This is an optimization exercise on Yosys and OpenROAD, whose aim is small area, not a production implementation.
At most, simulation tests tie the RTL to the original design; equivalence was not proved.
Function not checked in runs 1 and 2: the RTL went through the layout flow alone.
Power is estimated from default activity; no workload was simulated.

==> design.v <==
`timescale 1ns / 1ps
module main
(clk, rst, JA,Left, Right,Up, Down,  sw,led, seg, an );
input clk,rst,Up,Down,Left,Right;
input [7:0] sw;
output [7:0] JA;
output [7:0] led;
output [6:0] seg;
output [3:0] an;
wire oneHz, tick;
wire [1:0] state;
wire combo_en;
wire [2:0] mtr;             
wire is_pm;                 
wire [3:0] nextArrow, a0, a1, a2, a3;
wire correctHit, incorrectHit;
wire [2:0] multiplier;
wire [4:0] s_th, c_th;
wire [3:0] s_h, s_t, s_u, c_h, c_t, c_u;
wire right_d1, right_d2;
clock firstclock (.clk(clk), .rst(rst), .state(state), .oneHz_CLK(oneHz), .display_CLK(tick),
    .mtr(mtr), .is_pm(is_pm));
stateGenerator Findstate (.clk(clk), .rst(rst), .pauseSwitch(sw[6]), .combo(sw[7]),
    .right_d1(right_d1), .right_d2(right_d2), .output_state(state), .display_combo_en(combo_en));
random Numberrandom (.clk(clk), .rst(rst), .metronome_clk(oneHz), .metronome_prev(mtr[2]),
    .sw(sw[7:1]), .state(state), .random_arrow(nextArrow));
arrow Calarrow (.clk(clk), .rst(rst), .state(state), .shift(is_pm), .next_arrow(nextArrow),
    .arrow0(a0), .arrow1(a1), .arrow2(a2), .arrow3(a3));
collision Calmatch (.clk(clk), .rst(rst), .state(state), .metronome_clk(oneHz), .is_pm(is_pm),
    .Up(Up), .Down(Down), .Left(Left), .Right(Right), .arrow(a3),
    .right_d1(right_d1), .right_d2(right_d2),
    .correctHit(correctHit), .incorrectHit(incorrectHit));
score Findscore (.clk(clk), .rst(rst), .state(state), .correctHit(correctHit),
    .incorrectHit(incorrectHit), .multiplier(multiplier),
    .s_th(s_th), .s_h(s_h), .s_t(s_t), .s_u(s_u),
    .c_th(c_th), .c_h(c_h), .c_t(c_t), .c_u(c_u));
display Display (.clk(clk), .rst(rst), .tick(tick), .metronome_clk(oneHz), .state(state),
    .combo_enable(combo_en), .a0(a0), .a1(a1), .a2(a2), .a3(a3),
    .s_th(s_th), .s_h(s_h), .s_t(s_t), .s_u(s_u),
    .c_th(c_th), .c_h(c_h), .c_t(c_t), .c_u(c_u), .seg(seg), .an(an));
music music (.clk(clk), .rst(rst), .speaker(JA[0]));
assign JA[7:1] = 7'b0000000;
assign led = {correctHit, incorrectHit, state, 1'b0, multiplier};
endmodule
`timescale 1ns / 1ps
module clock (clk, rst, state, oneHz_CLK, display_CLK, mtr, is_pm);
input clk, rst;
input [1:0] state;
output oneHz_CLK, display_CLK;
output reg [2:0] mtr;
output reg is_pm;
reg [2:0] ScreenDivid;
reg Screen_reg;
reg [7:0] DividOneHz;
function [7:0] inc8;
    input [7:0] x; input ci;
    integer j; reg c;
    begin
        c = ci;
        for (j = 0; j < 8; j = j + 1) begin
            inc8[j] = x[j] ^ c;
            c = c & x[j];
        end
    end
endfunction
wire clr = rst | (state == 2'd2);
wire [7:0] sd_n = inc8({5'd0, ScreenDivid}, 1'b1);
wire [7:0] dv_n = inc8(DividOneHz, Screen_reg);
always @(posedge clk) begin
    ScreenDivid <= clr ? 3'd0 : sd_n[2:0];
    Screen_reg <= ~clr & (ScreenDivid == 3'd7);
    DividOneHz <= clr ? 8'd0 : dv_n;
end
assign oneHz_CLK = |DividOneHz;
assign display_CLK = Screen_reg;
always @(posedge clk)
    if (rst) begin
        mtr <= 0; is_pm <= 0;
    end else begin
        mtr <= {oneHz_CLK, mtr[2:1]};
        is_pm <= ~mtr[0] & mtr[1];
    end
endmodule
module stateGenerator (clk, rst, pauseSwitch, combo, right_d1, right_d2, output_state, display_combo_en);
input clk, rst, pauseSwitch, combo, right_d1, right_d2;
output reg [1:0] output_state;
output reg display_combo_en;
reg [1:0] ShowComboReg;
wire Reset = right_d1 | right_d2;
always @(posedge clk)
    if (rst)
        ShowComboReg <= 2'b00;
    else if (combo)
        ShowComboReg <= 2'b11;
    else
        ShowComboReg <= {1'b0, ShowComboReg[1]};
always @(posedge clk)
    if (rst) begin
        output_state <= 2'd2;
        display_combo_en <= 0;
    end else begin
        output_state <= !pauseSwitch ? 2'd0 : Reset ? 2'd2 : 2'd1;
        display_combo_en <= pauseSwitch & ShowComboReg[0];
    end
endmodule
`timescale 1ns / 1ps
module random (clk, rst, metronome_clk, metronome_prev, sw, state, random_arrow);
input clk, rst, metronome_clk, metronome_prev;
input [1:0] state;
input [6:0] sw;
output [3:0] random_arrow;
reg [6:0] RandomR;
reg Re;
always @(posedge clk)
    if (state == 2'd2)
        RandomR <= sw;
    else if (metronome_clk & ~metronome_prev)
        RandomR <= {Re, RandomR[6:1]};
always @(posedge clk)
    if (rst)
        Re <= 0;
    else if (state != 2'd2 && metronome_clk & ~metronome_prev)
        Re <= ~(RandomR[6] ^ RandomR[5]);
localparam [63:0] HI_MOD = 64'ha2580369147a2580;    
localparam [127:0] MASK = 128'h3569ac124803569ac124803569ac1248;
wire [3:0] h = HI_MOD[RandomR[6:3] * 4 +: 4];
wire [2:0] l = RandomR[2:0];
wire c1 = l[0] & h[0];
wire c2 = (l[1] & h[1]) | (c1 & (l[1] ^ h[1]));
wire c3 = (l[2] & h[2]) | (c2 & (l[2] ^ h[2]));
wire [4:0] s = {h[3] & c3, h[3] ^ c3, l[2] ^ h[2] ^ c2, l[1] ^ h[1] ^ c1, l[0] ^ h[0]};
assign random_arrow = MASK[s * 4 +: 4];
endmodule
`timescale 1ns / 1ps
module score (clk, rst, state, correctHit, incorrectHit, multiplier,
    s_th, s_h, s_t, s_u, c_th, c_h, c_t, c_u);
input clk, rst, correctHit, incorrectHit;
input [1:0] state;
output [2:0] multiplier;               
output reg [4:0] s_th, c_th;
output reg [3:0] s_h, s_t, s_u, c_h, c_t, c_u;
reg [2:0] MMissed, HHit;
reg isMissed, isHit;
always @(posedge clk)
    if (rst) begin
        MMissed <= 0; isMissed <= 0; HHit <= 0; isHit <= 0;
    end else begin
        MMissed <= {incorrectHit, MMissed[2:1]};
        isMissed <= ~MMissed[0] & MMissed[1];
        HHit <= {correctHit, HHit[2:1]};
        isHit <= ~HHit[0] & HHit[1];
    end
reg [1:0] mult;                        
assign multiplier = {mult[1], mult[0], ~mult[1] & ~mult[0]};
function [4:0] dinc;
    input [3:0] d; input ci;
    reg co, c1, c2, c3;
    begin
        co = ci & d[3] & d[0];
        c1 = ci & d[0]; c2 = c1 & d[1]; c3 = c2 & d[2];
        dinc = {co, (d[3] ^ c3) & ~co, d[2] ^ c2, (d[1] ^ c1) & ~co, d[0] ^ ci};
    end
endfunction
function [4:0] uadd;
    input [3:0] u; input [1:0] sel;
    case ({u, sel})
        6'd0: uadd = 5'd0;
        6'd1: uadd = 5'd1;
        6'd2: uadd = 5'd2;
        6'd3: uadd = 5'd4;
        6'd4: uadd = 5'd1;
        6'd5: uadd = 5'd2;
        6'd6: uadd = 5'd3;
        6'd7: uadd = 5'd5;
        6'd8: uadd = 5'd2;
        6'd9: uadd = 5'd3;
        6'd10: uadd = 5'd4;
        6'd11: uadd = 5'd6;
        6'd12: uadd = 5'd3;
        6'd13: uadd = 5'd4;
        6'd14: uadd = 5'd5;
        6'd15: uadd = 5'd7;
        6'd16: uadd = 5'd4;
        6'd17: uadd = 5'd5;
        6'd18: uadd = 5'd6;
        6'd19: uadd = 5'd8;
        6'd20: uadd = 5'd5;
        6'd21: uadd = 5'd6;
        6'd22: uadd = 5'd7;
        6'd23: uadd = 5'd9;
        6'd24: uadd = 5'd6;
        6'd25: uadd = 5'd7;
        6'd26: uadd = 5'd8;
        6'd27: uadd = 5'd16;
        6'd28: uadd = 5'd7;
        6'd29: uadd = 5'd8;
        6'd30: uadd = 5'd9;
        6'd31: uadd = 5'd17;
        6'd32: uadd = 5'd8;
        6'd33: uadd = 5'd9;
        6'd34: uadd = 5'd16;
        6'd35: uadd = 5'd18;
        6'd36: uadd = 5'd9;
        6'd37: uadd = 5'd16;
        6'd38: uadd = 5'd17;
        6'd39: uadd = 5'd19;
        6'd40: uadd = 5'd10;
        6'd41: uadd = 5'd11;
        6'd42: uadd = 5'd12;
        6'd43: uadd = 5'd14;
        6'd44: uadd = 5'd11;
        6'd45: uadd = 5'd12;
        6'd46: uadd = 5'd13;
        6'd47: uadd = 5'd15;
        6'd48: uadd = 5'd12;
        6'd49: uadd = 5'd13;
        6'd50: uadd = 5'd14;
        6'd51: uadd = 5'd0;
        6'd52: uadd = 5'd13;
        6'd53: uadd = 5'd14;
        6'd54: uadd = 5'd15;
        6'd55: uadd = 5'd1;
        6'd56: uadd = 5'd14;
        6'd57: uadd = 5'd15;
        6'd58: uadd = 5'd0;
        6'd59: uadd = 5'd2;
        6'd60: uadd = 5'd15;
        6'd61: uadd = 5'd0;
        6'd62: uadd = 5'd1;
        6'd63: uadd = 5'd3;
    endcase
endfunction
function [16:0] dnext;
    input [4:0] th; input [3:0] h, t; input [4:0] ures;
    reg [4:0] rt, rh; reg [4:0] nth; reg c4, w;
    begin
        rt = dinc(t, ures[4]);
        rh = dinc(h, rt[4]);
        c4 = rh[4];
        nth = {th[4] ^ (c4 & th[3] & th[2] & th[1] & th[0]), th[3] ^ (c4 & th[2] & th[1] & th[0]),
               th[2] ^ (c4 & th[1] & th[0]), th[1] ^ (c4 & th[0]), th[0] ^ c4};
        w = th[4] & h[1] & h[0] & t[3] & ures[2];
        dnext = {nth[4] & ~w, nth[3:0], rh[3:2], rh[1:0] & ~{w, w}, rt[3] & ~w, rt[2:0],
                 ures[3], ures[2] & ~w, ures[1:0]};
    end
endfunction
wire clr = state == 2'd2;
wire hit = isHit & (state == 2'd0);
wire combo_big = (c_th != 0) | (c_h != 0) | (c_t != 0);
wire combo_ge3 = combo_big | (c_u >= 4'd3);
wire combo_ge6 = combo_big | (c_u >= 4'd6);
wire [1:0] m = (rst | isMissed | clr) ? 2'd0 : isHit ? {combo_ge6, ~combo_ge6 & combo_ge3} : mult;
wire [16:0] sb = clr ? 17'd0 : {s_th, s_h, s_t, s_u};
wire [16:0] cb = (clr | isMissed) ? 17'd0 : {c_th, c_h, c_t, c_u};
always @(posedge clk) begin
    mult <= m;
    {s_th, s_h, s_t, s_u} <= dnext(sb[16:12], sb[11:8], sb[7:4],
                                   uadd(sb[3:0], hit ? m + 2'd1 : 2'd0));
    {c_th, c_h, c_t, c_u} <= dnext(cb[16:12], cb[11:8], cb[7:4], dinc(cb[3:0], hit));
end
endmodule
`timescale 1ns / 1ps
module arrow (clk, rst, state, shift, next_arrow, arrow0, arrow1, arrow2, arrow3);
input clk, rst, shift;
input [1:0] state;
input [3:0] next_arrow;
output reg [3:0] arrow0, arrow1, arrow2, arrow3;
always @(posedge clk)
    if (state == 2'd2) begin    
        arrow0 <= 0; arrow1 <= 0; arrow2 <= 0; arrow3 <= 0;
    end else if (state == 2'd0 && shift) begin
        arrow3 <= arrow2; arrow2 <= arrow1; arrow1 <= arrow0; arrow0 <= next_arrow;
    end
endmodule
`timescale 1ns / 1ps
module display (clk, rst, tick, metronome_clk, state, combo_enable, a0, a1, a2, a3,
    s_th, s_h, s_t, s_u, c_th, c_h, c_t, c_u, seg, an);
input clk, rst, tick, metronome_clk, combo_enable;
input [1:0] state;
input [3:0] a0, a1, a2, a3;
input [4:0] s_th, c_th;
input [3:0] s_h, s_t, s_u, c_h, c_t, c_u;
output reg [6:0] seg;
output [3:0] an;
reg [1:0] PosClockReg;
reg isPosClock;
always @(posedge clk) begin
    if (rst)
        PosClockReg[1] <= 1'b0;
    else if (tick)
        PosClockReg[1] <= metronome_clk;
    if (tick) begin
        PosClockReg[0] <= PosClockReg[1];
        isPosClock <= ~PosClockReg[0] & PosClockReg[1];
    end
end
function [4:0] enc_th;
    input [4:0] v;
    case (v)
        5'd10: enc_th = 5'b11000;
        5'd11: enc_th = 5'b10100;
        5'd12: enc_th = 5'b10010;
        5'd13: enc_th = 5'b10001;
        5'd14: enc_th = 5'b11100;
        5'd15: enc_th = 5'b11010;
        5'd16: enc_th = 5'b11001;
        default: enc_th = {1'b0, v[3:0]};
    endcase
endfunction
reg [4:0] tmpx, tmpy, tmpz, tmpq;
reg [1:0] DisReg;
reg ticked;
wire [4:0] th = combo_enable ? c_th : s_th;
wire [3:0] h = combo_enable ? c_h : s_h;
wire [3:0] t = combo_enable ? c_t : s_t;
wire [3:0] u = combo_enable ? c_u : s_u;
always @(posedge clk)
    if (rst) begin
        DisReg <= 0; ticked <= 0;
        tmpx <= 5'b10000; tmpy <= 5'b10000; tmpz <= 5'b10000; tmpq <= 5'b10000;
    end else if (tick) begin
        if (state == 2'd1) begin
            tmpx <= enc_th(th); tmpy <= {1'b0, h}; tmpz <= {1'b0, t}; tmpq <= {1'b0, u};
        end else if (state == 2'd0 && isPosClock) begin
            tmpx <= {1'b1, a0}; tmpy <= {1'b1, a1}; tmpz <= {1'b1, a2}; tmpq <= {1'b1, a3};
        end
        DisReg <= DisReg + 2'd1;
        ticked <= 1;
    end
assign an = ticked ? ~(4'b1000 >> DisReg) : 4'b1111;
reg [4:0] num;
always @*
    case (DisReg)
        2'd0: num = tmpx;
        2'd1: num = tmpy;
        2'd2: num = tmpz;
        default: num = tmpq;
    endcase
always @*
    if (num[4])
        seg = {1'b1, ~num[1], ~num[1], ~num[2], ~num[0], ~num[0], ~num[3]};
    else
        case (num[3:0])
            4'd0: seg = 7'b1000000;
            4'd1: seg = 7'b1111001;
            4'd2: seg = 7'b0100100;
            4'd3: seg = 7'b0110000;
            4'd4: seg = 7'b0011001;
            4'd5: seg = 7'b0010010;
            4'd6: seg = 7'b0000010;
            4'd7: seg = 7'b1111000;
            4'd8: seg = 7'b0000000;
            4'd9: seg = 7'b0011000;
            default: seg = 7'b1111111;
        endcase
endmodule
`timescale 1ns / 1ps
module collision (clk, rst, state, metronome_clk, is_pm, Up, Down, Left, Right, arrow,
    right_d1, right_d2, correctHit, incorrectHit);
input clk, rst, metronome_clk, is_pm, Up, Down, Left, Right;
input [1:0] state;
input [3:0] arrow;                    
output right_d1, right_d2;
output reg correctHit, incorrectHit;
reg [2:0] pu, pd, pl;
reg [2:1] pr;
reg pr0;
reg eu, ed, el, er;
always @(posedge clk) begin
    pu <= {Up, pu[2:1]}; pd <= {Down, pd[2:1]}; pl <= {Left, pl[2:1]};
    pr0 <= pr[1];
    eu <= ~pu[0] & pu[1]; ed <= ~pd[0] & pd[1];
    el <= ~pl[0] & pl[1]; er <= ~pr0 & pr[1];
end
always @(posedge clk)
    pr <= rst ? 2'b00 : {Right, pr[2]};
assign right_d1 = pr[2];
assign right_d2 = pr[1];
wire any = eu | ed | el | er;
wire many = (eu & ed & (el | er)) | (el & er & (eu | ed));
wire [3:0] keys = !many ? {eu, ed, el, er} : (el & er) ? 4'b0011 : {2'b10, el, er};
wire match = keys == arrow;
wire c = correctHit & ~is_pm;
wire i = incorrectHit & ~is_pm;
wire play = state == 2'd0;
wire judge = play & metronome_clk & ~c & ~i;
always @(posedge clk)
    if (rst) begin
        correctHit <= 0; incorrectHit <= 0;
    end else begin
        correctHit <= judge ? match : c;
        incorrectHit <= judge ? (many | (~match & (keys != 4'b0000)))
                      : (play & ~metronome_clk) ? (i | any | ~c) : i;
    end
endmodule
module music(
    input clk,
    input rst,
    output reg speaker
);
function [21:0] inc22;
    input [21:0] x;
    integer j; reg c;
    begin
        c = 1'b1;
        for (j = 0; j < 22; j = j + 1) begin
            inc22[j] = x[j] ^ c;
            c = c & x[j];
        end
    end
endfunction
function [8:0] dec9;
    input [8:0] x;
    integer j; reg b;
    begin
        b = 1'b1;
        for (j = 0; j < 9; j = j + 1) begin
            dec9[j] = x[j] ^ b;
            b = b & ~x[j];
        end
    end
endfunction
reg [21:0] tone_cnt;
always @(posedge clk)
    tone_cnt <= rst ? 22'd1 : inc22(tone_cnt);
wire [2:0] rom_code;
music_ROM get_fullnote(.address(tone_cnt[21:14]), .code(rom_code));
reg [2:0] note_code;           
always @(posedge clk)
    note_code <= rst ? 3'd0 : rom_code;
wire [8:0] clkdivider;
wire [7:0] octave_reload;
divide_by12 get_divider(.code(note_code), .clkdivider(clkdivider), .octave_reload(octave_reload));
reg [8:0] counter_note;
reg [7:0] counter_octave;
wire note_zero = counter_note == 9'd0;
wire octave_zero = counter_octave == 8'd0;
wire [8:0] note_dec = dec9(counter_note);
wire [8:0] octave_dec = dec9({1'b0, counter_octave});
always @(posedge clk) begin
    counter_note <= rst ? 9'd0 : note_zero ? clkdivider : note_dec;
    counter_octave <= rst ? 8'd0 : !note_zero ? counter_octave : octave_zero ? octave_reload : octave_dec[7:0];
    speaker <= rst ? 1'b0 : speaker ^ (note_zero & octave_zero & (note_code != 3'd0) & (tone_cnt[13:10] != 4'd0));
end
endmodule
module music_ROM(input [7:0] address, output reg [2:0] code);
always @*
case (address)
  8'd0: code = 3'd6;
  8'd1: code = 3'd6;
  8'd2: code = 3'd6;
  8'd3: code = 3'd6;
  8'd4: code = 3'd6;
  8'd5: code = 3'd6;
  8'd6: code = 3'd6;
  8'd7: code = 3'd6;
  8'd8: code = 3'd6;
  8'd9: code = 3'd6;
  8'd10: code = 3'd6;
  8'd11: code = 3'd6;
  8'd12: code = 3'd6;
  8'd13: code = 3'd6;
  8'd14: code = 3'd6;
  8'd15: code = 3'd6;
  8'd16: code = 3'd6;
  8'd17: code = 3'd6;
  8'd18: code = 3'd6;
  8'd19: code = 3'd6;
  8'd20: code = 3'd6;
  8'd21: code = 3'd6;
  8'd22: code = 3'd1;
  8'd23: code = 3'd1;
  8'd24: code = 3'd6;
  8'd25: code = 3'd6;
  8'd26: code = 3'd6;
  8'd27: code = 3'd6;
  8'd28: code = 3'd6;
  8'd29: code = 3'd6;
  8'd30: code = 3'd6;
  8'd31: code = 3'd6;
  8'd32: code = 3'd6;
  8'd33: code = 3'd6;
  8'd34: code = 3'd6;
  8'd35: code = 3'd6;
  8'd36: code = 3'd6;
  8'd37: code = 3'd6;
  8'd38: code = 3'd6;
  8'd39: code = 3'd6;
  8'd40: code = 3'd3;
  8'd41: code = 3'd3;
  8'd42: code = 3'd3;
  8'd43: code = 3'd3;
  8'd44: code = 3'd2;
  8'd45: code = 3'd2;
  8'd46: code = 3'd1;
  8'd47: code = 3'd1;
  8'd48: code = 3'd6;
  8'd49: code = 3'd6;
  8'd50: code = 3'd6;
  8'd51: code = 3'd6;
  8'd52: code = 3'd6;
  8'd53: code = 3'd6;
  8'd54: code = 3'd5;
  8'd55: code = 3'd5;
  8'd56: code = 3'd6;
  8'd57: code = 3'd6;
  8'd58: code = 3'd6;
  8'd59: code = 3'd6;
  8'd60: code = 3'd1;
  8'd61: code = 3'd1;
  8'd62: code = 3'd2;
  8'd63: code = 3'd2;
  8'd64: code = 3'd6;
  8'd65: code = 3'd6;
  8'd66: code = 3'd1;
  8'd67: code = 3'd1;
  8'd68: code = 3'd6;
  8'd69: code = 3'd6;
  8'd70: code = 3'd6;
  8'd71: code = 3'd6;
  8'd72: code = 3'd3;
  8'd73: code = 3'd3;
  8'd74: code = 3'd2;
  8'd75: code = 3'd2;
  8'd76: code = 3'd5;
  8'd77: code = 3'd5;
  8'd78: code = 3'd4;
  8'd79: code = 3'd4;
  8'd80: code = 3'd4;
  8'd81: code = 3'd4;
  8'd82: code = 3'd2;
  8'd83: code = 3'd2;
  8'd84: code = 3'd1;
  8'd85: code = 3'd1;
  8'd86: code = 3'd6;
  8'd87: code = 3'd6;
  8'd88: code = 3'd6;
  8'd89: code = 3'd6;
  8'd90: code = 3'd6;
  8'd91: code = 3'd6;
  8'd92: code = 3'd6;
  8'd93: code = 3'd6;
  8'd94: code = 3'd6;
  8'd95: code = 3'd6;
  8'd96: code = 3'd5;
  8'd97: code = 3'd5;
  8'd98: code = 3'd4;
  8'd100: code = 3'd4;
  8'd101: code = 3'd6;
  8'd102: code = 3'd6;
  default: code = 3'd0;
endcase
endmodule
module divide_by12(
    input [2:0] code,
    output reg [8:0] clkdivider,
    output reg [7:0] octave_reload
);
always @*
    case (code)
        3'd1: begin clkdivider = 9'd303; octave_reload = 8'd127; end    
        3'd2: begin clkdivider = 9'd270; octave_reload = 8'd127; end    
        3'd3: begin clkdivider = 9'd482; octave_reload = 8'd63;  end    
        3'd4: begin clkdivider = 9'd455; octave_reload = 8'd63;  end    
        3'd5: begin clkdivider = 9'd405; octave_reload = 8'd63;  end    
        3'd6: begin clkdivider = 9'd341; octave_reload = 8'd63;  end    
        default: begin clkdivider = 9'd511; octave_reload = 8'd255; end  
    endcase
endmodule
==> flow/run.sh <==
#!/bin/bash
# Own flow: the standard synthesis, the logic (not the flip-flops) mapped again with a
# stronger ABC area script, then the standard layout from floorplan to finish.
set -euo pipefail
W=$PWD
R=$W/orfs/results/$FLOW_PLATFORM/main/base
YOSYS=$FLOW_HOME/../tools/install/yosys/bin/yosys
LIB=$FLOW_HOME/platforms/sky130hd/lib/sky130_fd_sc_hd__tt_025C_1v80.lib

bash standard.sh synth > synth.log 2>&1
cp "$R/1_2_yosys.v" std.v
sed "s#@LIB@#$LIB#g; s#@DIR@#$W/flow#g" flow/remap1.ys > remap1.ys
sed "s#@LIB@#$LIB#g; s#@DIR@#$W/flow#g" flow/remap2.ys > remap2.ys
"$YOSYS" -s remap1.ys > remap1.log 2>&1
"$YOSYS" -s remap2.ys > remap2.log 2>&1
cp new.v "$R/1_2_yosys.v"
rm -f "$R/1_synth.odb" "$R/1_synth.sdc"
bash standard.sh finish "BUFFER_PORTS_ARGS=-buffer_cell sky130_fd_sc_hd__buf_1" "CTS_ARGS=-sink_clustering_enable -repair_clock_nets -buf_list sky130_fd_sc_hd__clkbuf_8 -sink_clustering_size 30 -sink_clustering_max_diameter 80 -dont_use_dummy_load" > finish.log 2>&1
==> flow/remap.abc <==
strash
&get -n
&deepsyn -T 60
&put
&get -n
&dch -f
&nf -R 1000 -a
&put
==> flow/remap1.ys <==
# Flatten the standard synthesis netlist's logic cells into generic gates; flip-flops stay cells.
read_liberty -ignore_miss_func @LIB@
blackbox sky130_fd_sc_hd__df* sky130_fd_sc_hd__dl* sky130_fd_sc_hd__sdf* sky130_fd_sc_hd__edf*
read_verilog std.v
hierarchy -top main
flatten
opt_clean -purge
write_verilog -noattr generic.v
==> flow/remap2.ys <==
# Map the logic again with a stronger ABC area script; the flip-flops are untouched.
read_liberty -lib @LIB@
read_verilog generic.v
hierarchy -top main
opt_clean -purge
techmap
opt -fast
abc -script @DIR@/remap.abc -liberty @LIB@ -dont_use sky130_fd_sc_hd__probe_p_8 -dont_use sky130_fd_sc_hd__probec_p_8 -dont_use sky130_fd_sc_hd__lpflow_bleeder_1 -dont_use sky130_fd_sc_hd__lpflow_clkbufkapwr_1 -dont_use sky130_fd_sc_hd__lpflow_clkbufkapwr_16 -dont_use sky130_fd_sc_hd__lpflow_clkbufkapwr_2 -dont_use sky130_fd_sc_hd__lpflow_clkbufkapwr_4 -dont_use sky130_fd_sc_hd__lpflow_clkbufkapwr_8 -dont_use sky130_fd_sc_hd__lpflow_clkinvkapwr_1 -dont_use sky130_fd_sc_hd__lpflow_clkinvkapwr_16 -dont_use sky130_fd_sc_hd__lpflow_clkinvkapwr_2 -dont_use sky130_fd_sc_hd__lpflow_clkinvkapwr_4 -dont_use sky130_fd_sc_hd__lpflow_clkinvkapwr_8 -dont_use sky130_fd_sc_hd__lpflow_decapkapwr_12 -dont_use sky130_fd_sc_hd__lpflow_decapkapwr_3 -dont_use sky130_fd_sc_hd__lpflow_decapkapwr_4 -dont_use sky130_fd_sc_hd__lpflow_decapkapwr_6 -dont_use sky130_fd_sc_hd__lpflow_decapkapwr_8 -dont_use sky130_fd_sc_hd__lpflow_inputiso0n_1 -dont_use sky130_fd_sc_hd__lpflow_inputiso0p_1 -dont_use sky130_fd_sc_hd__lpflow_inputiso1n_1 -dont_use sky130_fd_sc_hd__lpflow_inputiso1p_1 -dont_use sky130_fd_sc_hd__lpflow_inputisolatch_1 -dont_use sky130_fd_sc_hd__lpflow_isobufsrc_1 -dont_use sky130_fd_sc_hd__lpflow_isobufsrc_16 -dont_use sky130_fd_sc_hd__lpflow_isobufsrc_2 -dont_use sky130_fd_sc_hd__lpflow_isobufsrc_4 -dont_use sky130_fd_sc_hd__lpflow_isobufsrc_8 -dont_use sky130_fd_sc_hd__lpflow_isobufsrckapwr_16 -dont_use sky130_fd_sc_hd__lpflow_lsbuf_lh_hl_isowell_tap_1 -dont_use sky130_fd_sc_hd__lpflow_lsbuf_lh_hl_isowell_tap_2 -dont_use sky130_fd_sc_hd__lpflow_lsbuf_lh_hl_isowell_tap_4 -dont_use sky130_fd_sc_hd__lpflow_lsbuf_lh_isowell_4 -dont_use sky130_fd_sc_hd__lpflow_lsbuf_lh_isowell_tap_1 -dont_use sky130_fd_sc_hd__lpflow_lsbuf_lh_isowell_tap_2 -dont_use sky130_fd_sc_hd__lpflow_lsbuf_lh_isowell_tap_4 
opt_clean -purge
hilomap -singleton -hicell sky130_fd_sc_hd__conb_1 HI -locell sky130_fd_sc_hd__conb_1 LO
insbuf -buf sky130_fd_sc_hd__buf_4 A X
splitnets
opt_clean -purge
tee -o remap.stat stat -liberty @LIB@
check -assert
write_verilog -noattr -nohex -nodec new.v
==> standard.sh <==
#!/bin/bash
# synth_recipe.tcl (not shown) runs the flow's synth.tcl, then flattens the netlist and writes it again
# the make line also repeats each setting of config.mk as NAME=value (left out here)
make -C /OpenROAD-flow-scripts/flow DESIGN_CONFIG=/design/flow/config.mk WORK_HOME=/design/flow/orfs CLKGATE_MAP_FILE= SYNTH_SCRIPT=/design/flow/synth_recipe.tcl "${@:-finish}"
==> config.mk <==
export PLATFORM = sky130hd
export DESIGN_NAME = main
export DESIGN_NICKNAME = main
export VERILOG_FILES = /design/flow/design.v
export SDC_FILE = /design/flow/constraint.sdc
export NUM_CORES = 4
export LEC_CHECK = 0
export ABC_AREA = 1
export CAP_MARGIN = 20
export CORE_MARGIN = 2
export CORE_UTILIZATION = 40
export CTS_BUF_LIST = sky130_fd_sc_hd__clkbuf_8
export SLEW_MARGIN = 20
==> constraint.sdc <==
create_clock -name core_clock -period 150.0 [get_ports {clk}]
set_input_delay 30.0000 -clock core_clock [delete_from_list [all_inputs] [get_ports {clk}]]
set_output_delay 30.0000 -clock core_clock [all_outputs]
set_load 0.01 [all_outputs]
==> impl_metrics.csv, run 1 <==
group,metric,value,unit
run_status,status,"timing/DRC/antenna clean",
die,rows,49,
critical_path,start_kind,"input port",
sta,fin_crit,33160,ps
finish,drive_above_1_share,2.684,%
clock_network,numCtsBuffers,17,
logic_synthesis,synth.avg_cell_area,8.796,um^2
die,die_w,138.7,um
global_routing,grt.total_usage,16.38,%
logic_synthesis,syn_inst,825,
sta,setup_tns,0,ps
critical_path,r2r_start,"Findscore.c_th[4]",
sta,fin_skew,18.11,ps
clock_network,cts_sinks,174,
clock_network,cts_buffer_depth,2,
sta,hold_ws,331.0,ps
flow_run,drv_cap,0,
logic_synthesis,syn_area,7257,um^2
finish,reg.largest.list,"music.tone_cnt: 22 flops, music.counter_note: 9 flops",
sta,fmax,30.15,MHz
worst_hold_path,min-delay-start,"Calmatch.pd[2]",
worst_hold_path,whs_path_depth,0,
route,drtIter0Drc,342,
critical_path,worst_r2r_path_depth,14,
clock_network,cts_tree,"done",
placement,place_ws,116420,ps
global_routing,grt_pass1_vias,5188,
die,ioPinCount,41,
critical_path,worstReg2RegEnd,"Findscore.s_th[4]",
die,start_util,40.54,%
critical_path,path_class,"in2reg",
worst_hold_path,hp-class,"reg2reg",
clock_network,htree_levels,4,
placement,place.gp.congestion,0.8600,
route,wire_per_inst,14.15,um
sta,slew_violations,0,
finish,n_antenna_cell,0,
power_and_ir_drop,power,0.08565,mW
sta,grt_setup_unrepaired,"no",
clock_network,clk_latency,450,ps
global_routing,grt_pass1_wl,25740,um
route,vias_per_cell,5.343,
critical_path,crit_path_end_kind,"register",
clock_network,hold_buffers,0,
finish,finish.utilization,43.30,%
critical_path,crit_fanout,73,
finish,largest_reg_flops,22,
clock_network,clock-root-buffer,"clkbuf_8",
sta,period_share,22.11,%
route,ant_nets,0,
global_routing,gr-total-overflow,0,
sta,slew_headroom,24.82,%
route,routed_wl,15370,um
power_and_ir_drop,power_density,11.05,nW/um^2
power_and_ir_drop,ir_worst_vdd,0.000006829,V
clock_network,cts.clk_slew.worst_paths,80,ps
placement,dp_hpwl,10920,um
global_routing,grt_max_degree,74,
critical_path,r2r_setup_slack,146150,ps
sta,setup_viol,0,
sta,tightest_slew,1124,ps
route,drc,0,
finish,synthToLayoutAreaGrowth,6.810,%
die,die_y,138.7,um
clock_network,post_cts_resize_count,0,
finish,top_register,"music.tone_cnt",
die,core,17900,um^2
critical_path,cp.arrival,33490,ps
sta,fin_ws,116840,ps
global_routing,antenna_found_initial,0,
worst_hold_path,min_to,"Calmatch.pd[1]",
critical_path,cp.required,150320,ps
sta,final-hold-violation-count,0,
placement,portBuffers,31,
logic_synthesis,ys_warn_count,10,
power_and_ir_drop,p_leak,2.859,nW
finish,fin_nets,873,
die,dieArea,19240,um^2
route,drt_pass1_iterations,8,
clock_network,post_cts.repair.setup_buffers,0,
route,dr_total_vias,5802,
## layer usage
metal,track usage (%),wire length [um]
met1,23.91,7948
met3,3.660,819
met4,5.529,218
met5,0,0
met2,24.00,6380
## power by group
part / total (mW) / switching [mW] / leakage, nW / internal [mW]
clock network: 0.0241 / 0.0141 / 0.122 / 0.0100
registers: 0.0509 / 0.00186 / 1.43 / 0.0491
logic: 0.0106 / 0.00638 / 1.31 / 0.00418
total: 0.0856 / 0.0224 / 2.86 / 0.0633
## per-stage QoR
stage               std cells  cell area (um^2)
finish                   1086              7751
global route             1086              7751
CTS                      1086              7749
detailed placement       1069              7515
global placement         1069              7515
floorplan                 832              7283
## critical path, stage by stage
cell	delay, ps
clkbuf_2	80
buf_4	320
nand2b_1	370
or3_1	490
nor2_1	160
o311a_1	190
and2_0	240
o21a_1	270
and2_0	300
nand3_1	190
nor2_1	160
and2_0	250
and3_1	230
xor2_1	150
nor2_1	50
## worst max path at each step
stage          cells past startpoint                end  slack (ps)  start
2_1_floorplan                     13  Findscore.s_th[4]      117450    rst
3_3_place_gp                      15  Findscore.s_th[4]      116420    rst
3_5_place_dp                      15  Findscore.s_th[4]      116420    rst
4_1_cts                           15  Findscore.s_th[4]      116890    rst
5_1_grt                           15  Findscore.s_th[4]      116560    rst
6_report                          15  Findscore.s_th[4]      116840    rst
## cells in the final DEF, fill, tap and decap left out, drive strengths merged, types with 15 or more instances in the layout
master and instances:
dfxtp 165, nor2 106, nand2 93, a21oi 59, o21ai 47, buf 34
nor3 33, nand3 28, nor2b 27, nand2b 22, and3 20, clkbuf 18
and2 16, xor2 15
## area by class of cell
class | count | area [um^2]
repair buffers | 35 | 147.6
inverters | 11 | 41.29
clock buffers | 17 | 234.0
flip-flops and latches | 174 | 3573
well taps | 229 | 286.5
multi-input cells | 620 | 3468
fillers | 1833 | 10150
==> inputs of run 2 (changes only) <==
--- a/design.v
+++ b/design.v
@@ -296,16 +296,5 @@
 end
-function [4:0] enc_th;
-    input [4:0] v;
-    case (v)
-        5'd10: enc_th = 5'b11000;
-        5'd11: enc_th = 5'b10100;
-        5'd12: enc_th = 5'b10010;
-        5'd13: enc_th = 5'b10001;
-        5'd14: enc_th = 5'b11100;
-        5'd15: enc_th = 5'b11010;
-        5'd16: enc_th = 5'b11001;
-        default: enc_th = {1'b0, v[3:0]};
-    endcase
-endfunction
-reg [4:0] tmpx, tmpy, tmpz, tmpq;
+reg [4:0] tmpx;
+reg [3:0] tmpy, tmpz, tmpq;
+reg ty_arrow;
 reg [1:0] DisReg;
@@ -319,8 +308,9 @@
         DisReg <= 0; ticked <= 0;
-        tmpx <= 5'b10000; tmpy <= 5'b10000; tmpz <= 5'b10000; tmpq <= 5'b10000;
+        tmpx <= 5'b10000; tmpy <= 4'b0000; tmpz <= 4'b0000; tmpq <= 4'b0000; ty_arrow <= 1'b1;
     end else if (tick) begin
         if (state == 2'd1) begin
-            tmpx <= enc_th(th); tmpy <= {1'b0, h}; tmpz <= {1'b0, t}; tmpq <= {1'b0, u};
+            tmpx <= {th[4], th[3] | th[4], th[2:1], th[0] | th[4]};
+            tmpy <= h; tmpz <= t; tmpq <= u; ty_arrow <= 1'b0;
         end else if (state == 2'd0 && isPosClock) begin
-            tmpx <= {1'b1, a0}; tmpy <= {1'b1, a1}; tmpz <= {1'b1, a2}; tmpq <= {1'b1, a3};
+            tmpx <= {1'b1, a0}; tmpy <= a1; tmpz <= a2; tmpq <= a3; ty_arrow <= 1'b1;
         end
@@ -334,5 +324,5 @@
         2'd0: num = tmpx;
-        2'd1: num = tmpy;
-        2'd2: num = tmpz;
-        default: num = tmpq;
+        2'd1: num = {ty_arrow, tmpy};
+        2'd2: num = {ty_arrow, tmpz};
+        default: num = {ty_arrow, tmpq};
     endcase
@@ -353,3 +343,8 @@
             4'd9: seg = 7'b0011000;
-            default: seg = 7'b1111111;
+            4'd10: seg = 7'b1111110;    
+            4'd11: seg = 7'b1110111;
+            4'd12: seg = 7'b1001111;
+            4'd13: seg = 7'b1111001;
+            4'd14: seg = 7'b1110110;
+            default: seg = 7'b1001110;
         endcase
==> flow/run.sh (replaced) <==
#!/bin/bash
# Own flow: the standard synthesis, then the logic (not the flip-flops) mapped again with
# a stronger ABC area script (four random seeds, the smallest result kept), then the standard flow's
# standard layout from floorplan to finish, with the smallest buffer on each port and the
# clock tree built from clkbuf_8 without dummy loads.
set -euo pipefail
W=$PWD
R=$W/orfs/results/$FLOW_PLATFORM/main/base
YOSYS=$FLOW_HOME/../tools/install/yosys/bin/yosys
LIB=$FLOW_HOME/platforms/sky130hd/lib/sky130_fd_sc_hd__tt_025C_1v80.lib

bash standard.sh synth > synth.log 2>&1
cp "$R/1_2_yosys.v" std.v
sed "s#@LIB@#$LIB#g" flow/remap1.ys > remap1.ys
"$YOSYS" -s remap1.ys > remap1.log 2>&1

for S in 1 2 3 4; do
    sed "s#@SEED@#$S#g" flow/remap.abc > remap_$S.abc
    sed "s#@LIB@#$LIB#g; s#@WORK@#$W#g; s#@SEED@#$S#g" flow/remap2.ys > remap2_$S.ys
    ( "$YOSYS" -s remap2_$S.ys > remap2_$S.log 2>&1 || true ) &
done
wait
best=""; best_area=""
for S in 1 2 3 4; do
    [[ -s new_$S.v && -s remap_$S.stat ]] || continue
    a=$(awk '/Chip area/ {print $NF}' remap_$S.stat)
    if [[ -z "$best" ]] || awk -v a="$a" -v b="$best_area" 'BEGIN {exit !(a < b)}'; then
        best=$S; best_area=$a
    fi
done
[[ -n "$best" ]]
echo "remap: seed $best, area $best_area" > remap_choice.log
cp new_$best.v "$R/1_2_yosys.v"
rm -f "$R/1_synth.odb" "$R/1_synth.sdc"
bash standard.sh finish "BUFFER_PORTS_ARGS=-buffer_cell sky130_fd_sc_hd__buf_1" \
    "CTS_ARGS=-sink_clustering_enable -repair_clock_nets -buf_list sky130_fd_sc_hd__clkbuf_8 -dont_use_dummy_load" \
    > finish.log 2>&1
==> flow/remap.abc (replaced) <==
strash
&get -n
&deepsyn -T 60 -S @SEED@
&put
&get -n
&dch -f
&nf -R 1000 -a
&put
==> flow/remap2.ys (replaced) <==
# Map the logic again with a stronger ABC area script; the flip-flops are untouched.
read_liberty -lib @LIB@
read_verilog generic.v
hierarchy -top main
opt_clean -purge
techmap
opt -fast
abc -script @WORK@/remap_@SEED@.abc -liberty @LIB@ -dont_use sky130_fd_sc_hd__probe_p_8 -dont_use sky130_fd_sc_hd__probec_p_8 -dont_use sky130_fd_sc_hd__lpflow_bleeder_1 -dont_use sky130_fd_sc_hd__lpflow_clkbufkapwr_1 -dont_use sky130_fd_sc_hd__lpflow_clkbufkapwr_16 -dont_use sky130_fd_sc_hd__lpflow_clkbufkapwr_2 -dont_use sky130_fd_sc_hd__lpflow_clkbufkapwr_4 -dont_use sky130_fd_sc_hd__lpflow_clkbufkapwr_8 -dont_use sky130_fd_sc_hd__lpflow_clkinvkapwr_1 -dont_use sky130_fd_sc_hd__lpflow_clkinvkapwr_16 -dont_use sky130_fd_sc_hd__lpflow_clkinvkapwr_2 -dont_use sky130_fd_sc_hd__lpflow_clkinvkapwr_4 -dont_use sky130_fd_sc_hd__lpflow_clkinvkapwr_8 -dont_use sky130_fd_sc_hd__lpflow_decapkapwr_12 -dont_use sky130_fd_sc_hd__lpflow_decapkapwr_3 -dont_use sky130_fd_sc_hd__lpflow_decapkapwr_4 -dont_use sky130_fd_sc_hd__lpflow_decapkapwr_6 -dont_use sky130_fd_sc_hd__lpflow_decapkapwr_8 -dont_use sky130_fd_sc_hd__lpflow_inputiso0n_1 -dont_use sky130_fd_sc_hd__lpflow_inputiso0p_1 -dont_use sky130_fd_sc_hd__lpflow_inputiso1n_1 -dont_use sky130_fd_sc_hd__lpflow_inputiso1p_1 -dont_use sky130_fd_sc_hd__lpflow_inputisolatch_1 -dont_use sky130_fd_sc_hd__lpflow_isobufsrc_1 -dont_use sky130_fd_sc_hd__lpflow_isobufsrc_16 -dont_use sky130_fd_sc_hd__lpflow_isobufsrc_2 -dont_use sky130_fd_sc_hd__lpflow_isobufsrc_4 -dont_use sky130_fd_sc_hd__lpflow_isobufsrc_8 -dont_use sky130_fd_sc_hd__lpflow_isobufsrckapwr_16 -dont_use sky130_fd_sc_hd__lpflow_lsbuf_lh_hl_isowell_tap_1 -dont_use sky130_fd_sc_hd__lpflow_lsbuf_lh_hl_isowell_tap_2 -dont_use sky130_fd_sc_hd__lpflow_lsbuf_lh_hl_isowell_tap_4 -dont_use sky130_fd_sc_hd__lpflow_lsbuf_lh_isowell_4 -dont_use sky130_fd_sc_hd__lpflow_lsbuf_lh_isowell_tap_1 -dont_use sky130_fd_sc_hd__lpflow_lsbuf_lh_isowell_tap_2 -dont_use sky130_fd_sc_hd__lpflow_lsbuf_lh_isowell_tap_4 
opt_clean -purge
hilomap -singleton -hicell sky130_fd_sc_hd__conb_1 HI -locell sky130_fd_sc_hd__conb_1 LO
insbuf -buf sky130_fd_sc_hd__buf_4 A X
splitnets
opt_clean -purge
tee -o remap_@SEED@.stat stat -liberty @LIB@
check -assert
write_verilog -noattr -nohex -nodec new_@SEED@.v
==> impl_metrics.csv, run 2 <==
group,metric,value,unit
power_and_ir_drop,ir_worst_vdd,0.000006603,V
sta,slew_violations,0,
sta,setup_viol,0,
placement,portBuffers,31,
clock_network,cts_buffer_depth,2,
power_and_ir_drop,pwr-share-seq,60.0,%
placement,place_ws,116580,ps
power_and_ir_drop,power_frac_comb,11.9,%
global_routing,gr-total-overflow,0,
route,drt_pass1_iterations,5,
route,vias_per_cell,5.317,
sta,grt_setup_unrepaired,"no",
finish,layout_commonest_cell,"dfxtp_1",
placement,placedCellCount,1037,
die,dieArea,18860,um^2
placement,place.gp.congestion,0.7935,
finish,nFillCells,1692,
logic_synthesis,syn_inst,796,
critical_path,cp_num_buf_inv,2,
route,wire_per_inst,14.30,um
logic_synthesis,ys_warn_count,10,
route,routed_wl,15070,um
clock_network,post_cts_resize_count,0,
placement,dp_hpwl,10510,um
route,wl_met1,7853,um
finish,mostFrequentLayoutCells,"dfxtp_1, nor2_1, nand2_1",
power_and_ir_drop,p_clk_share,28.1,%
die,die_y,137.3,um
sta,fin_skew,24.74,ps
sta,period_share,21.98,%
finish,drive_above_1_share,2.774,%
logic_synthesis,syn_area,7109,um^2
power_and_ir_drop,power_density,11.20,nW/um^2
critical_path,crit_fanout,65,
route,dr_total_vias,5604,
sta,hold_ws,333.5,ps
critical_path,cp_slowest_cell,"buf_4",
clock_network,htree_levels,4,
power_and_ir_drop,p_leak,2.867,nW
die,ioPinCount,41,
finish,fin_nets,845,
critical_path,cp.arrival,33300,ps
critical_path,path_class,"in2reg",
clock_network,numCtsBuffers,17,
finish,top_register,"music.tone_cnt",
logic_synthesis,synth.avg_cell_area,8.931,um^2
critical_path,slowest_delay,540,ps
route,dr_wl_met3,537,um
sta,fin_crit,32970,ps
global_routing,grt.total_usage,16.93,%
global_routing,grt_max_degree,66,
global_routing,grt_pass1_wl,24900,um
clock_network,cts.clk_slew.worst_paths,90,ps
sta,fin_ws,117030,ps
die,die_w,137.3,um
clock_network,post_cts.repair.setup_buffers,0,
route,top_layer,"met4",
sta,slew_headroom,32.44,%
route,dr_wl_met2,6570,um
critical_path,crit_family,"simple AND/OR/NAND/NOR gates",
finish,instances_no_fill,1054,
power_and_ir_drop,p_switching,0.02193,mW
finish,reg.largest.list,"music.tone_cnt: 22 flops, music.counter_note: 9 flops",
global_routing,antenna_found_initial,0,
sta,final-hold-violation-count,0,
die,rows,48,
critical_path,cp_cell_sequence,"clkbuf_2 > buf_4 > or3_1 > nand3_1 > o21bai_1 > nand2_1 > nand3_1 > nand2_1 > and2_0 > and3_1 > nand2_1 > nor2_1 > nand4_1 > xnor2_1 > and2_0",
route,drtIter0Drc,435,
power_and_ir_drop,switching_share,25.76,%
finish,n_antenna_cell,0,
finish,synthToLayoutAreaGrowth,6.952,%
clock_network,hold_buffers,0,
clock_network,cts_tree,"done",
die,core,17360,um^2
critical_path,cpMostUsedCell,"nand2_1",
critical_path,crit_path_end_kind,"register",
finish,largest_reg_flops,22,
sta,setup_tns,0,ps
clock_network,cts_sinks,174,
route,ant_nets,0,
route,drc,0,
clock_network,clk_latency,460,ps
sta,tightest_slew,1010,ps
sta,fmax,30.33,MHz
run_status,status,"timing/DRC/antenna clean",
worst_hold_path,hp-class,"reg2reg",
flow_run,drv_cap,0,
global_routing,grt_pass1_vias,4937,
critical_path,cp.required,150330,ps
clock_network,clock-root-buffer,"clkbuf_8",
die,start_util,40.96,%
critical_path,start_kind,"input port",
power_and_ir_drop,intPower,0.06321,mW
run 2: worst paths after layout:
| check | from | endpoint | slack (ps) | depth (start not counted) |
|---|---|---|---|---|
| worst max-delay path | rst | Findscore.s_th[4] | 117030 | 15 |
| worst min-delay path | Calmatch.pd[2] | Calmatch.pd[1] | 330 | 0 |
| worst max register to register | Findscore.c_th[3] | Findscore.s_th[4] | 146060 | 16 |
| worst min register to register | Calmatch.pd[2] | Calmatch.pd[1] | 330 | 0 |
run 2: layout make-up:
cell class | count | area, um^2 | area share (%)
sequential | 174 | 3573 | 47.00
multi-input combinational | 594 | 3329 | 43.79
tap | 225 | 281.5 | 3.702
clock buffer | 17 | 234.0 | 3.077
timing repair buffer | 36 | 155.1 | 2.040
inverter | 8 | 30.03 | 0.3949
run 2: metal layers:
layer | up-vias | global-route usage (%)
li1 | 2922 | -
met1 | 2574 | 24.05
met2 | 100 | 25.43
met3 | 8 | 4.268
met4 | 0 | 4.811
met5 | - | 0
run 2: through the flow:
stage / total power, mW / utilization [%] / instance area (um^2)
global route: 0.08999 / 43.81 / 7604
CTS: 0.08627 / 43.81 / 7604
finish: 0.08514 / 43.81 / 7604
detailed placement: 0.06229 / 42.46 / 7370
floorplan: 0.05989 / - / 7136
global placement: 0.06211 / 42.46 / 7370
run 2: worst reg2reg max path: stages (launching register included):
cell	delay (ps)
dfxtp_1	380
nor4_1	350
nand4_1	140
nor4_1	330
a21oi_1	130
nor3_1	350
o21bai_1	200
nand2_1	160
nand3_1	90
nand2_1	140
and2_0	320
and3_1	330
nand2_1	120
nor2_1	290
nand4_1	180
xnor2_1	150
and2_0	140
run 2: power groups by stage:
stage          logic, mW  clock network [mW]  registers (mW)
2_1_floorplan    0.00827                   0          0.0516
3_3_place_gp      0.0101                   0          0.0520
3_5_place_dp      0.0102                   0          0.0521
4_1_cts           0.0102              0.0250          0.0511
5_1_grt           0.0118              0.0267          0.0515
6_report          0.0101              0.0239          0.0511
==> inputs of run 3 (changes only) <==
--- a/design.v
+++ b/design.v
@@ -296,2 +296,15 @@
 end
+function [4:0] enc_th;
+    input [4:0] v;
+    case (v)
+        5'd10: enc_th = 5'b11000;
+        5'd11: enc_th = 5'b10100;
+        5'd12: enc_th = 5'b10010;
+        5'd13: enc_th = 5'b10001;
+        5'd14: enc_th = 5'b11100;
+        5'd15: enc_th = 5'b11010;
+        5'd16: enc_th = 5'b11001;
+        default: enc_th = {1'b0, v[3:0]};
+    endcase
+endfunction
 reg [4:0] tmpx;
@@ -311,4 +324,3 @@
         if (state == 2'd1) begin
-            tmpx <= {th[4], th[3] | th[4], th[2:1], th[0] | th[4]};
-            tmpy <= h; tmpz <= t; tmpq <= u; ty_arrow <= 1'b0;
+            tmpx <= enc_th(th); tmpy <= h; tmpz <= t; tmpq <= u; ty_arrow <= 1'b0;
         end else if (state == 2'd0 && isPosClock) begin
@@ -343,8 +355,3 @@
             4'd9: seg = 7'b0011000;
-            4'd10: seg = 7'b1111110;    
-            4'd11: seg = 7'b1110111;
-            4'd12: seg = 7'b1001111;
-            4'd13: seg = 7'b1111001;
-            4'd14: seg = 7'b1110110;
-            default: seg = 7'b1001110;
+            default: seg = 7'b1111111;
         endcase
==> impl_metrics.csv, run 3 <==
group,metric,value,unit
run_status,status,"timing/DRC/antenna clean",
critical_path,crit_family,"simple AND/OR/NAND/NOR gates",
sta,tightest_slew,991.8,ps
critical_path,start_kind,"input port",
route,wire_per_inst,13.96,um
critical_path,cp.arrival,34620,ps
die,die_y,138.0,um
die,core,17420,um^2
route,drc,0,
die,dieArea,19040,um^2
sta,fin_ws,115710,ps
finish,stdcell_area,7666,um^2
placement,place_area,7430,um^2
power_and_ir_drop,power,0.08633,mW
route,ant_nets,0,
sta,fin_crit,34290,ps
clock_network,post_cts.repair.setup_buffers,0,
route,routed_wl,14930,um
placement,placedCellCount,1053,
global_routing,antenna_found_initial,0,
logic_synthesis,synth.avg_cell_area,8.820,um^2
sta,slew_violations,0,
finish,top_register,"music.tone_cnt",
clock_network,post_cts_resize_count,0,
clock_network,clock-root-buffer,"clkbuf_8",
die,start_util,41.22,%
clock_network,clk_latency,450,ps
route,drtIter0Drc,494,
critical_path,cp_slowest_cell,"or3_1",
global_routing,grt_pass1_vias,4960,
clock_network,cts.clk_slew.worst_paths,90,ps
logic_synthesis,ys_warn_count,10,
flow_run,drv_cap,0,
power_and_ir_drop,ir_worst_vdd,0.000005822,V
finish,multiInputGateArea,3388,um^2
power_and_ir_drop,power_density,11.26,nW/um^2
worst_hold_path,hp-class,"reg2reg",
sta,grt_setup_unrepaired,"no",
finish,finish.utilization,44.02,%
sta,hold_ws,329.4,ps
critical_path,slowest_delay,480,ps
placement,place_ws,115240,ps
route,drt_pass1_iterations,5,
clock_network,cts_tree,"done",
critical_path,cpMostUsedCell,"and3_1",
finish,nFillCells,1772,
die,rows,48,
finish,drive_above_1_share,2.722,%
logic_synthesis,syn_inst,814,
placement,place.gp.congestion,0.7978,
critical_path,crit_fanout,39,
route,vias_per_cell,5.369,
finish,synthToLayoutAreaGrowth,6.779,%
global_routing,grt_max_degree,40,
die,ioPinCount,41,
global_routing,gr-total-overflow,0,
finish,regArea,3573,um^2
logic_synthesis,syn_area,7179,um^2
critical_path,cp.required,150330,ps
route,dr_total_vias,5745,
clock_network,cts_buffer_depth,2,
sta,fin_skew,29.59,ps
sta,slew_headroom,33.64,%
clock_network,cts_sinks,174,
critical_path,path_class,"in2reg",
finish,mostFrequentLayoutCells,"dfxtp_1, nor2_1, nand2_1",
critical_path,cp_cell_sequence,"clkbuf_2 > buf_4 > or3_1 > nor2_1 > or2_0 > nor2_1 > nor3_1 > and2_0 > a221oi_1 > a21o_1 > a31oi_1 > nor2b_1 > and3_1 > and2_0 > and3_1 > and3_1 > and3_1 > nor3_1",
critical_path,crit_path_end_kind,"register",
sta,setup_tns,0,ps
critical_path,cp_num_buf_inv,2,
sta,final-hold-violation-count,0,
power_and_ir_drop,p_leak,2.910,nW
finish,fin_nets,861,
finish,largest_reg_flops,22,
placement,portBuffers,31,
clock_network,hold_buffers,0,
clock_network,htree_levels,4,
finish,reg.largest.list,"music.tone_cnt: 22 flops, music.counter_note: 9 flops",
finish,instances_no_fill,1070,
sta,fmax,29.16,MHz
finish,layout_commonest_cell,"dfxtp_1",
global_routing,grt_pass1_wl,24870,um
clock_network,numCtsBuffers,17,
die,die_w,138.0,um
global_routing,grt.total_usage,16.65,%
sta,period_share,22.86,%
sta,setup_viol,0,
finish,n_antenna_cell,0,
placement,dp_hpwl,10750,um
run 3: metal layers:
layer	vias to the layer above	wire length [um]	share of wire [%]	track usage, %
met1	2628	7754	52	24.64
met2	123	6246	42	24.28
met5	-	0	0	0
met4	0	173	1.2	5.102
met3	17	758	5.1	3.399
li1	2977	-	-	-
run 3: area by class of cell:
type / count / area share [%]
timing repair buffer: 34 / 1.828
multi-input combinational: 607 / 44.20
clock buffer: 17 / 3.052
inverter: 13 / 0.6365
tap: 225 / 3.672
sequential: 174 / 46.61
run 3: worst paths after layout:
check	slack, ps	endpoint	cells past startpoint	start
max reg2reg	145040	Findscore.s_th[4]	19	Findstate.output_state[0]
min	330	Calmatch.pl[1]	0	Calmatch.pl[2]
max	115710	Findscore.s_th[4]	18	rst
min reg2reg	330	Calmatch.pl[1]	0	Calmatch.pl[2]
run 3: report_power, final:
part / internal (mW) / switching [mW]
registers: 0.0495 / 0.00228
logic: 0.00440 / 0.00609
clock network: 0.0100 / 0.0140
total: 0.0639 / 0.0224
run 3: worst register-to-register path: stages (launching register included):
cell and delay [ps]:
dfxtp_1 520, nand2b_1 150, buf_4 250, nand2b_1 210, or3_1 470, nor2_1 150, or2_0 160, nor2_1 70
nor3_1 340, and2_0 280, a221oi_1 70, a21o_1 190, a31oi_1 330, nor2b_1 310, and3_1 240, and2_0 350
and3_1 290, and3_1 260, and3_1 170, nor3_1 50
==> inputs of run 4 (changes only) <==
--- a/design.v
+++ b/design.v
@@ -252,9 +252,8 @@
 wire [1:0] m = (rst | isMissed | clr) ? 2'd0 : isHit ? {combo_ge6, ~combo_ge6 & combo_ge3} : mult;
-wire [16:0] sb = clr ? 17'd0 : {s_th, s_h, s_t, s_u};
-wire [16:0] cb = (clr | isMissed) ? 17'd0 : {c_th, c_h, c_t, c_u};
+wire [16:0] s_next = dnext(s_th, s_h, s_t, uadd(s_u, hit ? m + 2'd1 : 2'd0));
+wire [16:0] c_next = dnext(c_th, c_h, c_t, dinc(c_u, hit));
 always @(posedge clk) begin
     mult <= m;
-    {s_th, s_h, s_t, s_u} <= dnext(sb[16:12], sb[11:8], sb[7:4],
-                                   uadd(sb[3:0], hit ? m + 2'd1 : 2'd0));
-    {c_th, c_h, c_t, c_u} <= dnext(cb[16:12], cb[11:8], cb[7:4], dinc(cb[3:0], hit));
+    {s_th, s_h, s_t, s_u} <= clr ? 17'd0 : s_next;
+    {c_th, c_h, c_t, c_u} <= clr ? 17'd0 : isMissed ? {16'd0, hit} : c_next;
 end
@@ -296,15 +295,2 @@
 end
-function [4:0] enc_th;
-    input [4:0] v;
-    case (v)
-        5'd10: enc_th = 5'b11000;
-        5'd11: enc_th = 5'b10100;
-        5'd12: enc_th = 5'b10010;
-        5'd13: enc_th = 5'b10001;
-        5'd14: enc_th = 5'b11100;
-        5'd15: enc_th = 5'b11010;
-        5'd16: enc_th = 5'b11001;
-        default: enc_th = {1'b0, v[3:0]};
-    endcase
-endfunction
 reg [4:0] tmpx;
@@ -324,3 +310,4 @@
         if (state == 2'd1) begin
-            tmpx <= enc_th(th); tmpy <= h; tmpz <= t; tmpq <= u; ty_arrow <= 1'b0;
+            tmpx <= {th[4], th[3] | th[4], th[2:1], th[0] | th[4]};
+            tmpy <= h; tmpz <= t; tmpq <= u; ty_arrow <= 1'b0;
         end else if (state == 2'd0 && isPosClock) begin
@@ -355,3 +342,8 @@
             4'd9: seg = 7'b0011000;
-            default: seg = 7'b1111111;
+            4'd10: seg = 7'b1111110;    
+            4'd11: seg = 7'b1110111;
+            4'd12: seg = 7'b1001111;
+            4'd13: seg = 7'b1111001;
+            4'd14: seg = 7'b1110110;
+            default: seg = 7'b1001110;
         endcase
@@ -402,9 +394,13 @@
 );
-function [21:0] inc22;
-    input [21:0] x;
+reg [9:0] prescale;
+reg [11:0] tone;               
+wire wrap = prescale == 10'h200;
+wire prescale_fb = prescale[9] ^ prescale[6] ^ (prescale[8:0] == 9'd0);
+function [11:0] inc12;
+    input [11:0] x; input ci;
     integer j; reg c;
     begin
-        c = 1'b1;
-        for (j = 0; j < 22; j = j + 1) begin
-            inc22[j] = x[j] ^ c;
+        c = ci;
+        for (j = 0; j < 12; j = j + 1) begin
+            inc12[j] = x[j] ^ c;
             c = c & x[j];
@@ -413,18 +409,8 @@
 endfunction
-function [8:0] dec9;
-    input [8:0] x;
-    integer j; reg b;
-    begin
-        b = 1'b1;
-        for (j = 0; j < 9; j = j + 1) begin
-            dec9[j] = x[j] ^ b;
-            b = b & ~x[j];
-        end
-    end
-endfunction
-reg [21:0] tone_cnt;
-always @(posedge clk)
-    tone_cnt <= rst ? 22'd1 : inc22(tone_cnt);
+always @(posedge clk) begin
+    prescale <= rst ? 10'h001 : {prescale[8:0], prescale_fb};
+    tone <= rst ? 12'd0 : inc12(tone, wrap);
+end
 wire [2:0] rom_code;
-music_ROM get_fullnote(.address(tone_cnt[21:14]), .code(rom_code));
+music_ROM get_fullnote(.address(tone[11:4]), .code(rom_code));
 reg [2:0] note_code;           
@@ -432,15 +418,15 @@
     note_code <= rst ? 3'd0 : rom_code;
-wire [8:0] clkdivider;
-wire [7:0] octave_reload;
-divide_by12 get_divider(.code(note_code), .clkdivider(clkdivider), .octave_reload(octave_reload));
-reg [8:0] counter_note;
-reg [7:0] counter_octave;
-wire note_zero = counter_note == 9'd0;
-wire octave_zero = counter_octave == 8'd0;
-wire [8:0] note_dec = dec9(counter_note);
-wire [8:0] octave_dec = dec9({1'b0, counter_octave});
+wire [9:0] note_reload;
+wire [8:0] octave_reload;
+divide_by12 get_divider(.code(note_code), .note_reload(note_reload), .octave_reload(octave_reload));
+reg [9:0] counter_note;        
+reg [8:0] counter_octave;      
+wire note_zero = counter_note == 10'h02f;
+wire octave_zero = counter_octave == 9'h1c4;
 always @(posedge clk) begin
-    counter_note <= rst ? 9'd0 : note_zero ? clkdivider : note_dec;
-    counter_octave <= rst ? 8'd0 : !note_zero ? counter_octave : octave_zero ? octave_reload : octave_dec[7:0];
-    speaker <= rst ? 1'b0 : speaker ^ (note_zero & octave_zero & (note_code != 3'd0) & (tone_cnt[13:10] != 4'd0));
+    counter_note <= rst ? 10'h02f : note_zero ? note_reload
+                  : {counter_note[8:0], counter_note[9] ^ counter_note[6]};
+    counter_octave <= rst ? 9'h1c4 : !note_zero ? counter_octave : octave_zero ? octave_reload
+                    : {counter_octave[7:0], counter_octave[8] ^ counter_octave[4]};
+    speaker <= rst ? 1'b0 : speaker ^ (note_zero & octave_zero & (note_code != 3'd0) & (tone[3:0] != 4'd0));
 end
@@ -557,4 +543,4 @@
     input [2:0] code,
-    output reg [8:0] clkdivider,
-    output reg [7:0] octave_reload
+    output reg [9:0] note_reload,
+    output reg [8:0] octave_reload
 );
@@ -562,9 +548,9 @@
     case (code)
-        3'd1: begin clkdivider = 9'd303; octave_reload = 8'd127; end    
-        3'd2: begin clkdivider = 9'd270; octave_reload = 8'd127; end    
-        3'd3: begin clkdivider = 9'd482; octave_reload = 8'd63;  end    
-        3'd4: begin clkdivider = 9'd455; octave_reload = 8'd63;  end    
-        3'd5: begin clkdivider = 9'd405; octave_reload = 8'd63;  end    
-        3'd6: begin clkdivider = 9'd341; octave_reload = 8'd63;  end    
-        default: begin clkdivider = 9'd511; octave_reload = 8'd255; end  
+        3'd1: begin note_reload = 10'h0d3; octave_reload = 9'h01d; end    
+        3'd2: begin note_reload = 10'h063; octave_reload = 9'h01d; end    
+        3'd3: begin note_reload = 10'h358; octave_reload = 9'h09d; end    
+        3'd4: begin note_reload = 10'h0e9; octave_reload = 9'h09d; end    
+        3'd5: begin note_reload = 10'h1e8; octave_reload = 9'h09d; end    
+        3'd6: begin note_reload = 10'h052; octave_reload = 9'h09d; end    
+        default: begin note_reload = 10'h0e2; octave_reload = 9'h02d; end  
     endcase
--- a/flow/run.sh
+++ b/flow/run.sh
@@ -34,3 +34,3 @@
 rm -f "$R/1_synth.odb" "$R/1_synth.sdc"
-bash standard.sh finish "BUFFER_PORTS_ARGS=-buffer_cell sky130_fd_sc_hd__buf_1" \
+bash standard.sh finish "SKIP_REPAIR_TIE_FANOUT=1" "BUFFER_PORTS_ARGS=-buffer_cell sky130_fd_sc_hd__buf_1" \
     "CTS_ARGS=-sink_clustering_enable -repair_clock_nets -buf_list sky130_fd_sc_hd__clkbuf_8 -dont_use_dummy_load" \
==> impl_metrics.csv, run 4 <==
group,metric,value,unit
run_status,status,"timing/DRC/antenna clean",
logic_synthesis,syn_area,7047,um^2
clock_network,cts_tree,"done",
clock_network,post_cts_resize_count,0,
route,routed_wl,14650,um
critical_path,crit_path_end_kind,"output pin",
sta,final-hold-violation-count,0,
clock_network,numCtsBuffers,17,
die,rows,48,
finish,synthToLayoutAreaGrowth,6.854,%
critical_path,r2r_start,"Findscore.c_th[0]",
sta,tightest_slew,1128,ps
route,drtIter0Drc,422,
critical_path,cp_slowest_cell,"a21oi_1",
clock_network,clk_latency,460,ps
sta,hold_ws,302.7,ps
finish,nFillCells,1756,
critical_path,crit_fanout,12,
die,start_util,40.88,%
power_and_ir_drop,ir_worst_vdd,0.000005727,V
route,dr_total_vias,5506,
worst_hold_path,hp-class,"reg2reg",
sta,period_share,22.22,%
global_routing,grt_pass1_vias,4942,
finish,layout_commonest_cell,"dfxtp_1",
route,ant_nets,0,
clock_network,cts_buffer_depth,2,
route,vias_per_cell,5.320,
placement,portBuffers,31,
critical_path,worstReg2RegEnd,"Findscore.s_th[4]",
finish,fin_nets,826,
route,drt_pass1_iterations,7,
power_and_ir_drop,switching_share,24.04,%
die,ioPinCount,41,
placement,dp_hpwl,10400,um
clock_network,cts_sinks,176,
sta,setup_viol,0,
finish,mostFrequentLayoutCells,"dfxtp_1, nor2_1, nand2_1",
power_and_ir_drop,p_switching,0.01925,mW
sta,setup_tns,0,ps
sta,fin_crit,33330,ps
global_routing,grt.total_usage,16.66,%
route,drc,0,
sta,fin_skew,36.51,ps
route,wire_per_inst,14.16,um
power_and_ir_drop,p_leak,2.872,nW
critical_path,start_kind,"register",
clock_network,hold_buffers,0,
finish,largest_reg_flops,12,
die,dieArea,18700,um^2
finish,drive_above_1_share,3.086,%
power_and_ir_drop,power_density,10.63,nW/um^2
sta,fmax,30.00,MHz
global_routing,grt_max_degree,43,
critical_path,cp.arrival,3330,ps
sta,slew_violations,0,
critical_path,slowest_delay,650,ps
die,die_y,136.7,um
critical_path,cp_cell_sequence,"nor2_1 > a22oi_1 > nand2_1 > a21oi_1 > a21o_1 > nand2_1 > a21oi_1 > a21oi_1 > nor2_1 > o211ai_1 > nand2_1 > buf_1",
finish,n_antenna_cell,0,
sta,slew_headroom,24.55,%
die,die_w,136.7,um
placement,place.gp.congestion,0.7975,
die,core,17240,um^2
power_and_ir_drop,power_frac_comb,7.9,%
logic_synthesis,synth.avg_cell_area,9.011,um^2
clock_network,post_cts.repair.setup_buffers,0,
finish,top_register,"music.tone",
critical_path,worstSetupStartpoint,"Display.DisReg[0]",
global_routing,grt_pass1_wl,24530,um
critical_path,worst_r2r_path_depth,14,
power_and_ir_drop,pwr-share-seq,61.6,%
critical_path,crit_end,"seg[1]",
logic_synthesis,syn_inst,782,
finish,reg.largest.list,"music.tone: 12 flops, music.counter_note: 10 flops, music.prescale: 10 flops",
clock_network,cts.clk_slew.worst_paths,100,ps
global_routing,gr-total-overflow,0,
critical_path,r2r_setup_slack,146440,ps
power_and_ir_drop,intPower,0.06081,mW
critical_path,cp.required,120000,ps
clock_network,clock-root-buffer,"clkbuf_8",
flow_run,drv_cap,0,
critical_path,path_class,"reg2out",
global_routing,antenna_found_initial,0,
clock_network,htree_levels,4,
power_and_ir_drop,p_clk_share,30.5,%
logic_synthesis,ys_warn_count,10,
sta,grt_setup_unrepaired,"no",
==> run 4: worst min path at each step <==
stage | slack (ps) | end | startpoint | cells after the start
after CTS | 310 | Calmatch.pd[1] | Calmatch.pd[2] | 0
after global placement | 310 | Calmatch.pd[1] | Calmatch.pd[2] | 0
after global routing | 310 | Calmatch.pd[1] | Calmatch.pd[2] | 0
final | 300 | Calmatch.pd[1] | Calmatch.pd[2] | 0
after detailed placement | 310 | Calmatch.pu[1] | Calmatch.pu[2] | 0
after floorplan | 310 | Calmatch.pd[1] | Calmatch.pd[2] | 0
==> run 4: critical path: cells and delay by family (launching register included) <==
family          cells  cell delay (ps)
compound gates      6             1550
simple gates        5              670
flops               1              530
buf+inv             1              150
==> run 4: cell type report <==
type	count	area (um^2)	share of cell area [%]
multi-input combinational	568	3189	42.36
sequential	176	3613	47.99
tap	225	281.5	3.739
inverter	11	41.29	0.5484
clock buffer	17	234.0	3.107
timing repair buffer	38	170.2	2.260
==> run 4: power groups by stage <==
stage / sequential [mW] / clock [mW] / combinational (mW)
finish: 0.0493 / 0.0244 / 0.00634
floorplan: 0.0501 / 0 / 0.00494
detailed placement: 0.0504 / 0 / 0.00635
global placement: 0.0504 / 0 / 0.00630
global route: 0.0495 / 0.0273 / 0.00731
CTS: 0.0493 / 0.0254 / 0.00638
==> run 4: layer usage <==
metal | track usage, % | routed length, um | vias to the layer above
met5 | 0 | 0 | -
met4 | 4.572 | 136 | 0
met3 | 4.148 | 659 | 12
met2 | 25.39 | 6438 | 106
met1 | 23.44 | 7418 | 2540
li1 | - | - | 2848
==> run 4: through the flow <==
stage / util, % / power (mW) / cell area, um^2 / setup slack, ps / instances
floorplan: - / 0.05505 / 7047 / 117680 / 782
global placement: 42.33 / 0.05669 / 7296 / 117200 / 1018
detailed placement: 42.33 / 0.05673 / 7296 / 117180 / 1018
CTS: 43.68 / 0.08110 / 7530 / 116710 / 1035
global route: 43.68 / 0.08406 / 7530 / 116380 / 1035
finish: 43.68 / 0.08006 / 7530 / 116670 / 1035

-- separate check: timing with driven ports --
In the flow no input, the clock included, has a driving cell. The finished layouts below were timed again as built, in two steps.
Step 1 (the two cells are an assumption about what drives the block):
set clk [get_ports {clk}]
set_driving_cell -lib_cell sky130_fd_sc_hd__clkbuf_16 $clk
set_driving_cell -lib_cell sky130_fd_sc_hd__buf_2 [delete_from_list [all_inputs] $clk]
Step 2, shift: input delay + t, output delay - t, t = (earliest + latest rising clock arrival at the registers) / 2. This alone moves slack from input paths to output paths.
a / b / c = ideal ports / drivers / drivers and shift; a / b = the first two.
run | t, ns | setup WS [ns] | worst setup path at the end | clock arrival spread, ns | cell pins on the clock port's net
run 1 | 0.483 | 116.837 / 116.854 / 116.371 | input to register | 0.021 / 0.020 | 1
run 2 | 0.485 | 117.027 / 117.044 / 116.559 | input to register | 0.028 / 0.028 | 1
run 3 | 0.480 | 115.711 / 115.730 / 115.251 | input to register | 0.031 / 0.031 | 1
run 4 | 0.479 | 116.672 / 116.635 / 117.114 | register to output | 0.037 / 0.037 | 1
After both steps every run listed still meets setup and hold. The setup slack of run 2, which loses most, moves by +0.017 ns with the drivers and by -0.468 ns with both steps.
